What follows belongs to an exercise in optimizing a design on an open flow for small area and a short achievable clock period; a production flow would make more cautious choices. RTL that was checked went through simulation tests only; none was proved equivalent to the original.

## run a
Design router, start of the top module:
module router #(
    parameter AXIS_DATA_WIDTH = 40,
    parameter ID_WIDTH = 4,
    parameter CHANNEL_NUMBER = 5,
    parameter BUFFER_LENGTH = 8,
    parameter MAX_ROUTERS_X = 4,
    parameter MAX_ROUTERS_X_WIDTH
    = $clog2(MAX_ROUTERS_X),
    parameter MAX_ROUTERS_Y = 4,
    parameter MAX_ROUTERS_Y_WIDTH
    = $clog2(MAX_ROUTERS_Y),
    parameter ROUTER_X = 1,
    parameter ROUTER_Y = 2,
    parameter STRB_WIDTH = AXIS_DATA_WIDTH/8
)(
    input  clk_i, rst_n_i,
    input  logic [CHANNEL_NUMBER*AXIS_DATA_WIDTH-1:0] in_tdata_i,
    input  logic [CHANNEL_NUMBER*STRB_WIDTH-1:0]      in_tstrb_i,
    input  logic [CHANNEL_NUMBER*STRB_WIDTH-1:0]      in_tkeep_i,
    input  logic [CHANNEL_NUMBER-1:0]                 in_tlast_i,
    input  logic [CHANNEL_NUMBER*ID_WIDTH-1:0]        in_tid_i,
    input  logic [CHANNEL_NUMBER-1:0]                 in_tvalid_i,
    output logic [CHANNEL_NUMBER-1:0]                 in_tready_o,
    output logic [CHANNEL_NUMBER*AXIS_DATA_WIDTH-1:0] out_tdata_o,
    output logic [CHANNEL_NUMBER*STRB_WIDTH-1:0]      out_tstrb_o,
    output logic [CHANNEL_NUMBER*STRB_WIDTH-1:0]      out_tkeep_o,
    output logic [CHANNEL_NUMBER-1:0]                 out_tlast_o,
    output logic [CHANNEL_NUMBER*ID_WIDTH-1:0]        out_tid_o,
    output logic [CHANNEL_NUMBER-1:0]                 out_tvalid_o,
    input  logic [CHANNEL_NUMBER-1:0]                 out_tready_i
);
Size in the first run: about 5,900 cells after synthesis, about 96,000 um^2 of cells after synthesis.
==> module arbiter, before the edit <==
module arbiter #(
    parameter CHANNEL_NUMBER = 5,
    parameter [CHANNEL_NUMBER-1:0] RESET_PORT = 5'b00010
) (
    input  logic clk_i, rst_n_i,
    input  logic [CHANNEL_NUMBER-1:0]   valid_i,         
    input  logic [CHANNEL_NUMBER-1:0]   single_i,        
    input  logic [CHANNEL_NUMBER-1:0]   push_i,          
    input  logic [CHANNEL_NUMBER-1:0]   header_i,
    input  logic [CHANNEL_NUMBER*CHANNEL_NUMBER-1:0] port_i,
    input  logic [CHANNEL_NUMBER-1:0]   header_in_i,
    input  logic [CHANNEL_NUMBER*CHANNEL_NUMBER-1:0] port_in_i,
    input  logic [CHANNEL_NUMBER-1:0]   header_mem_i,
    input  logic [CHANNEL_NUMBER*CHANNEL_NUMBER-1:0] port_mem_i,
    input  logic [7:0]                  count_i,         
    input  logic                        take_i,
    output logic [CHANNEL_NUMBER-1:0]   grant_o,         
    output logic [CHANNEL_NUMBER-1:0]   grant_next_o,
    output logic                        valid_o,         
    output logic                        header_o,
    output logic [CHANNEL_NUMBER-1:0]   ctrl_o,
    output logic                        valid_next_o,    
    output logic                        header_next_o,
    output logic [CHANNEL_NUMBER-1:0]   ctrl_next_o
);
    localparam CN = CHANNEL_NUMBER;
    logic [7:0]    left [CN];
    logic [CN-1:0] left_one;            
    logic [CN-1:0] stored [CN];
    logic [CN-1:0] rr_grant;
    logic          last_one, other, to_other, stay_pop;
    logic          g_valid, g_single, g_push, g_hdr, g_hdr_in, g_hdr_mem;
    logic [CN-1:0] g_port, g_port_in, g_port_mem, g_stored;
    logic          n_hdr;
    logic [CN-1:0] n_port, n_stored;
    always_comb begin
        last_one  = 1'b0;
        g_valid   = 1'b0; g_single  = 1'b0; g_push    = 1'b0;
        g_hdr     = 1'b0; g_hdr_in  = 1'b0; g_hdr_mem = 1'b0;
        g_port    = '0;   g_port_in = '0;   g_port_mem = '0; g_stored = '0;
        n_hdr     = 1'b0; n_port    = '0;   n_stored  = '0;
        for (int c = 0; c < CN; c++) begin
            if (grant_o[c]) begin
                last_one   = last_one | left_one[c];
                g_valid    = g_valid    | valid_i[c];
                g_single   = g_single   | single_i[c];
                g_push     = g_push     | push_i[c];
                g_hdr      = g_hdr      | header_i[c];
                g_hdr_in   = g_hdr_in   | header_in_i[c];
                g_hdr_mem  = g_hdr_mem  | header_mem_i[c];
                g_port     = g_port     | port_i[c*CN +: CN];
                g_port_in  = g_port_in  | port_in_i[c*CN +: CN];
                g_port_mem = g_port_mem | port_mem_i[c*CN +: CN];
                g_stored   = g_stored   | stored[c];
            end
            if (rr_grant[c]) begin
                n_hdr    = n_hdr    | header_i[c];
                n_port   = n_port   | port_i[c*CN +: CN];
                n_stored = n_stored | stored[c];
            end
        end
    end
    always_comb begin
        rr_grant = '0;
        for (int g = 0; g < CN; g++) begin
            logic [CN-1:0] pick;
            pick = CN'(1) << g;
            for (int i = CN - 1; i > 0; i--)
                if (valid_i[(g + i) % CN])
                    pick = CN'(1) << ((g + i) % CN);
            if (grant_o[g])
                rr_grant = rr_grant | pick;
        end
    end
    assign other        = |(valid_i & ~grant_o);
    assign to_other     = other & (!take_i | last_one);
    assign stay_pop     = take_i & !to_other;
    assign grant_next_o = to_other ? rr_grant : grant_o;
    logic [CN-1:0] g_stored_next;
    assign g_stored_next = (valid_o && header_o) ? g_port : g_stored;
    logic          p_valid, p_hdr;       
    logic [CN-1:0] p_port;
    logic          s_valid, s_hdr;       
    logic [CN-1:0] s_port;
    always_comb begin
        if (g_single) begin
            p_valid = g_push;
            p_hdr   = g_hdr_in;
            p_port  = g_hdr_in ? g_port_in : g_stored_next;
        end else begin
            p_valid = 1'b1;
            p_hdr   = g_hdr_mem;
            p_port  = g_hdr_mem ? g_port_mem : g_stored_next;
        end
        if (g_valid) begin
            s_valid = 1'b1;
            s_hdr   = g_hdr;
            s_port  = g_hdr ? g_port : g_stored_next;
        end else begin
            s_valid = g_push;
            s_hdr   = g_hdr_in;
            s_port  = g_hdr_in ? g_port_in : g_stored_next;
        end
        if (to_other) begin
            valid_next_o  = 1'b1;
            header_next_o = n_hdr;
            ctrl_next_o   = n_hdr ? n_port : n_stored;
        end else if (take_i) begin
            valid_next_o  = p_valid;
            header_next_o = p_hdr;
            ctrl_next_o   = p_port;
        end else begin
            valid_next_o  = s_valid;
            header_next_o = s_hdr;
            ctrl_next_o   = s_port;
        end
    end
    always_ff @(posedge clk_i or negedge rst_n_i) begin
        if (!rst_n_i) begin
            grant_o  <= 1;
            valid_o  <= 1'b0;
            header_o <= 1'b0;
            ctrl_o   <= '0;
            for (int c = 0; c < CN; c++) begin
                left[c]   <= '0;
                stored[c] <= RESET_PORT;
                left_one[c] <= 1'b0;
            end
        end else begin
            grant_o  <= grant_next_o;
            valid_o  <= valid_next_o;
            header_o <= header_next_o;
            ctrl_o   <= ctrl_next_o;
            for (int c = 0; c < CN; c++) begin
                if (grant_o[c]) begin
                    stored[c] <= g_stored_next;
                    if (valid_o && header_o) begin
                        left[c]     <= count_i;
                        left_one[c] <= (count_i == 8'd1);
                    end else if (take_i) begin
                        left[c]     <= left[c] - 8'd1;
                        left_one[c] <= (left[c] == 8'd2);
                    end
                end
            end
        end
    end
endmodule
clock: 7.5 ns
lec_check: 0
abc_clock_period_in_ps: 3000
cap_margin: 20
core_margin: 2
core_utilization: 60
cts_buf_list: sky130_fd_sc_hd__clkbuf_8 sky130_fd_sc_hd__clkbuf_16
cts_cluster_diameter: 70
cts_cluster_size: 25
place_density: 0.7
setup_slack_margin: 4.3
slew_margin: 20
standard.sh (not shown) runs the stock make flow with config.mk's settings and CLKGATE_MAP_FILE= SYNTH_SCRIPT=/design/flow/synth_recipe.tcl, a recipe that flattens the netlist after the stock synthesis.
==> flow/flow/run.sh <==
#!/bin/bash
# The standard layout, with plain buffers (rather than the delay cells
# buffer_ports picks by itself) as the port buffers.
set -uo pipefail
export BUFFER_PORTS_ARGS="-buffer_cell sky130_fd_sc_hd__buf_2"
bash standard.sh > standard.log 2>&1
Run a finished every stage and its layout cleared the timing, DRC and antenna checks.
## Diff of input files: run b against run a
diff --git a/flow/design.v b/flow/design.v
--- a/flow/design.v
+++ b/flow/design.v
@@ -140,13 +140,12 @@
     output logic                        valid_next_o,    
     output logic                        header_next_o,
     output logic [CHANNEL_NUMBER-1:0]   ctrl_next_o
 );
     localparam CN = CHANNEL_NUMBER;
     logic [7:0]    left [CN];
-    logic [CN-1:0] left_one;            
     logic [CN-1:0] stored [CN];
     logic [CN-1:0] rr_grant;
     logic          last_one, other, to_other, stay_pop;
     logic          g_valid, g_single, g_push, g_hdr, g_hdr_in, g_hdr_mem;
     logic [CN-1:0] g_port, g_port_in, g_port_mem, g_stored;
     logic          n_hdr;
@@ -156,13 +155,13 @@
         g_valid   = 1'b0; g_single  = 1'b0; g_push    = 1'b0;
         g_hdr     = 1'b0; g_hdr_in  = 1'b0; g_hdr_mem = 1'b0;
         g_port    = '0;   g_port_in = '0;   g_port_mem = '0; g_stored = '0;
         n_hdr     = 1'b0; n_port    = '0;   n_stored  = '0;
         for (int c = 0; c < CN; c++) begin
             if (grant_o[c]) begin
-                last_one   = last_one | left_one[c];
+                last_one   = last_one | (left[c] == 8'd1);
                 g_valid    = g_valid    | valid_i[c];
                 g_single   = g_single   | single_i[c];
                 g_push     = g_push     | push_i[c];
                 g_hdr      = g_hdr      | header_i[c];
                 g_hdr_in   = g_hdr_in   | header_in_i[c];
                 g_hdr_mem  = g_hdr_mem  | header_mem_i[c];
@@ -239,29 +238,25 @@
             valid_o  <= 1'b0;
             header_o <= 1'b0;
             ctrl_o   <= '0;
             for (int c = 0; c < CN; c++) begin
                 left[c]   <= '0;
                 stored[c] <= RESET_PORT;
-                left_one[c] <= 1'b0;
             end
         end else begin
             grant_o  <= grant_next_o;
             valid_o  <= valid_next_o;
             header_o <= header_next_o;
             ctrl_o   <= ctrl_next_o;
             for (int c = 0; c < CN; c++) begin
                 if (grant_o[c]) begin
                     stored[c] <= g_stored_next;
-                    if (valid_o && header_o) begin
-                        left[c]     <= count_i;
-                        left_one[c] <= (count_i == 8'd1);
-                    end else if (take_i) begin
-                        left[c]     <= left[c] - 8'd1;
-                        left_one[c] <= (left[c] == 8'd2);
-                    end
+                    if (valid_o && header_o)
+                        left[c] <= count_i;
+                    else if (take_i)
+                        left[c] <= left[c] - 8'd1;
                 end
             end
         end
     end
 endmodule
 module algorithm #(
==> comparison <==
- Compared to run a, the routing of run b uses less wire.
- Relative to run a, final worst setup slack has increased by 0.65 ns in run b.
- Synthesized cell count in run b is about 1.1% higher than in run a
- Looking at design area across both flows, run b is the stronger of the two, with run a trailing.
- Non-filler instance count after layout in run b is 0.94% lower than in run a
- Between run a and run b, the proportion of cell area spent on the clock network figures differ only marginally.
Function not checked in run a: the RTL went through the layout flow alone.

[static timing again, ports no longer ideal]
No port has a modelled driver above. Below, the same layouts with a new extraction and two added sets of constraints.
Step 1 assumes that a clkbuf_16 drives the clock port and a buf_2 every other input.
Step 2 times the ports against the registers' clock, not the clock port: input delays grow and output delays shrink by t, the midpoint of the rising clock arrivals with the driver on.
Slacks: no drivers / after step 1 / after step 2; pairs: no drivers / after step 1.
run | t (ns) | setup slack, ns | cell pins on the clock port's net
run a | 0.883 | 3.494 / 3.494 / 2.758 | 1
run b | 0.879 | 4.144 / 4.189 / 3.311 | 1
After both steps setup and hold are still met in every run listed. For run b, which loses most, drivers alone change the setup slack by +0.045 ns; drivers and shift together by -0.833 ns.
